Background: an optimization exercise with open tools, aiming at small area, a short achievable clock period and few clock cycles. Do not read the settings as production practice.
Where RTL was checked, it was by simulation tests only, not by an equivalence proof against the original.
Power and IR drop assume default switching activity.

Setup of north:
// FFT
module FFT(
input clk,
input rst_n,
input in_valid,
input signed [11:0] din_r,
input signed [11:0] din_i,
output out_valid,
output signed [15:0] dout_r,
output signed [15:0] dout_i
);
Size in the first run: roughly 8700 cells after synthesis, about 2300 flip-flops, roughly 60 I/O pins, about 0.094 mm2 of cells after synthesis.
export LEC_CHECK = 0
export CAP_MARGIN = 20
export CORE_MARGIN = 2
export CORE_UTILIZATION = 60
export PLACE_DENSITY = 0.7
export SLEW_MARGIN = 20
create_clock -name core_clock -period 12.0 [get_ports {clk}]
standard.sh (not shown) runs the stock make flow with config.mk's settings and CLKGATE_MAP_FILE= SYNTH_SCRIPT=/design/flow/synth_recipe.tcl, a recipe that flattens the netlist after the stock synthesis.
==> flow/flow/run.sh <==
#!/bin/bash
# Layout flow: the standard flow (standard.sh, unchanged synthesis),
# with repair_timing aiming for 8.25 ns of setup slack and the port buffers
# made from buf_4 cells. Full tool output goes to standard.log.
set -e
bash standard.sh CORE_UTILIZATION=60 PLACE_DENSITY=0.7 SETUP_SLACK_MARGIN=8.25 TNS_END_PERCENT=100 CTS_CLUSTER_SIZE=30 CTS_CLUSTER_DIAMETER=80 \
    'BUFFER_PORTS_ARGS=-buffer_cell sky130_fd_sc_hd__buf_4' finish > standard.log 2>&1
Testbench counts of north, summed over its fixed seeds: cycles 22,784.
Input changes introduced in south (baseline for comparison: north):
--- a/flow/design.v
+++ b/flow/design.v
@@ -72,18 +72,43 @@
 wire [27:0] t1 = {y[21:0], 4'b0000, e, 1'b0};    
 wire [27:0] t2 = g;
 wire [27:0] t3 = ~{g[25:0], 2'b00} & {28{e}};
 wire [27:0] t4 = ~{g[23:0], 4'b0000} & {28{e}};
 wire [27:0] s1 = t1 ^ t2 ^ t3;
 wire [27:0] c1 = {((t1 & t2) | (t1 & t3) | (t2 & t3)), 1'b0};
 assign s = s1 ^ c1 ^ t4;
 assign c = {((s1 & c1) | (s1 & t4) | (c1 & t4)), 1'b0};
 endmodule
+module twb2 #(parameter RW = 22, parameter PW = 27) (
+    input  signed [RW-1:0] r1,
+    input  signed [RW-1:0] r2,
+    input  k2, k4,
+    output [PW-1:0] sr, cr,
+    output [PW-1:0] si, ci
+);
+wire signed [PW-1:0] x1 = r1, x2 = r2;
+wire en = k2 | k4;
+wire [1:0] k = {k2 | k4, k2};    
+wire [PW-1:0] a1 = {x1[PW-7:0], 4'b0000, k};
+wire [PW-1:0] a2 = {x2[PW-7:0], 4'b0000, k};
+wire [PW-1:0] b1 = ({PW{en}} & x1) ^ {PW{k2}};
+wire [PW-1:0] b2 = ({PW{en}} & x2) ^ {PW{k2}};
+wire [PW-1:0] c1 = ~(x1 <<< 2) & {PW{en}};
+wire [PW-1:0] c2 = ~(x2 <<< 2) & {PW{en}};
+wire [PW-1:0] d1 = ~(x1 <<< 4) & {PW{k4}};
+wire [PW-1:0] d2 = ~(x2 <<< 4) & {PW{k4}};
+wire [PW-1:0] e2 = (x2 <<< 5) & {PW{k2}};         
+wire [PW-1:0] e1 = ~(x1 <<< 5) & {PW{k2}};        
+wire [PW-1:0] f2 = ~(x2 <<< 3) & {PW{k2}};        
+wire [PW-1:0] f1 = (x1 <<< 3) & {PW{k2}};         
+csa6 #(.W(PW)) ur (.t1(a1), .t2(b1), .t3(c1), .t4(d1), .t5(e2), .t6(f2), .s(sr), .c(cr));
+csa6 #(.W(PW)) ui (.t1(a2), .t2(b2), .t3(c2), .t4(d2), .t5(e1), .t6(f1), .s(si), .c(ci));
+endmodule
 module FFT(
 input clk,
 input rst_n,
 input in_valid,
 input signed [11:0] din_r,
 input signed [11:0] din_i,
 output out_valid,
 output signed [15:0] dout_r,
 output signed [15:0] dout_i
@@ -227,18 +252,32 @@
         3'd2: wr2 = 2'b00;
         3'd3: wr2 = 2'b01;
         3'd4: wr2 = 2'b10;
         3'd5: wr2 = 2'b10;
         3'd6: wr2 = 2'b10;
         3'd7: wr2 = 2'b11;
         default: wr2 = 2'd0;
     endcase
 endfunction
+function te2k;
+    input [2:0] n;
+    case (n)
+        3'd0: te2k = 1'b0;
+        3'd1: te2k = 1'b0;
+        3'd2: te2k = 1'b1;
+        3'd3: te2k = 1'b0;
+        3'd4: te2k = 1'b0;
+        3'd5: te2k = 1'b0;
+        3'd6: te2k = 1'b1;
+        3'd7: te2k = 1'b0;
+        default: te2k = 1'b0;
+    endcase
+endfunction
 function [21:0] tc3;
     input [1:0] n;
     case (n)
         2'd0: tc3 = 22'b0000000000_000000_000010;   
         2'd1: tc3 = 22'b1011100000_000010_000100;   
         2'd2: tc3 = 22'b0000000000_000000_000010;   
         2'd3: tc3 = 22'b1011100000_000010_000100;   
         default: tc3 = 22'd0;
     endcase
@@ -385,28 +424,26 @@
     for (k = 1; k < 6; k = k + 1) begin
         d2r[k] <= d2r[k-1];
         d2i[k] <= d2i[k-1];
     end
     d2r6 <= r2r; d2i6 <= r2i;
     d2r7 <= d2r6; d2i7 <= d2i6;
 end
 wire [21:0] r2r, r2i;
 tpa #(.W(22)) ta2 (.vr(d2r[5]), .vi(d2i[5]), .e(e2), .r1(r2r), .r2(r2i));
-reg [21:0] a2c;
+reg a2k2, a2k4;
 reg a2s;
 always @(posedge clk) begin
-    a2c <= tc2(m2); a2s <= ts2(m2);
+    a2k2 <= tc2(m2) == tc2(3'd1); a2k4 <= te2k(m2); a2s <= ts2(m2);
 end
 wire [26:0] b2sr, b2cr, b2si, b2ci;
-twb #(.RW(22), .PW(27)) tw2 (.r1(d2r6), .r2(d2i6),
-    .ben(a2c[21]), .bneg(a2c[20]), .cen(a2c[19]), .cneg(a2c[18]), .den(a2c[17]),
-    .e16(a2c[16]), .e32(a2c[15]), .fen(a2c[14]), .f8(a2c[13]), .fneg(a2c[12]),
-    .kr(a2c[11:6]), .ki(a2c[5:0]), .sr(b2sr), .cr(b2cr), .si(b2si), .ci(b2ci));
+twb2 #(.RW(22), .PW(27)) tw2 (.r1(d2r6), .r2(d2i6), .k2(a2k2), .k4(a2k4),
+    .sr(b2sr), .cr(b2cr), .si(b2si), .ci(b2ci));
 reg [26:0] q2sr, q2cr, q2si, q2ci;
 reg q2s;
 always @(posedge clk) begin
     q2sr <= b2sr; q2cr <= b2cr; q2si <= b2si; q2ci <= b2ci;
     q2s <= a2s;
 end
 wire [26:0] g2ar = ph2 ? {t2r, 6'd0} : q2sr, g2br = ph2 ? {o1r[19], o1r, 6'd0} : q2cr;
 wire [26:0] g2ai = ph2 ? {t2i, 6'd0} : q2si, g2bi = ph2 ? {o1i[19], o1i, 6'd0} : q2ci;
 wire [26:0] h2r = g2ar + g2br, h2i = g2ai + g2bi;
Notes after the runs:
- Final total power: north vs south, no meaningful difference
- Global routing met1 resource utilization for south: 1.5 points up relative to north
- Compare north and south | data arrival time of the critical path higher: south
- Between north and south, the sequential fraction of the synthesis area is lower for north.
- south vs north — global-route wire length before repair climbed slightly
- When the final numbers for north and south were put side by side, the met2 capacity usage during global routing turned out to be greater in north.
- Higher cell count was reported by north, not south.
Function not checked in south: the RTL went through the layout flow alone.

## static timing again, ports no longer ideal
How much do the figures lean on ideal ports? The routed layouts below were timed once more, with nothing changed but the port constraints.
Step 1, drivers: a clkbuf_16 drives clk and a buf_2 each remaining input, both assumed.
Step 2 adds t to the input delays and takes it off the output delays; t is the mean of the earliest and latest rising clock arrival at the registers after step 1. Input paths then give back, and output paths get back, about the clock's delay inside the block.
Slacks: no drivers / after step 1 / after step 2; pairs: no drivers / after step 1.
run | shift t [ns] | setup WS [ns] | worst hold slack (ns) | worst setup path at the end | worst data-port slew with drivers (ns)
north | 0.853 | 8.200 / 8.116 / 8.283 | 0.306 / 0.306 / 0.306 | register to register | 0.05
south | 0.828 | 8.205 / 8.205 / 8.095 | 0.309 / 0.309 / 0.309 | input to register | 0.09
After both steps every run listed still meets setup and hold. The setup slack of south, which loses most, moves by 0.000 ns with the drivers and by -0.110 ns with both steps.
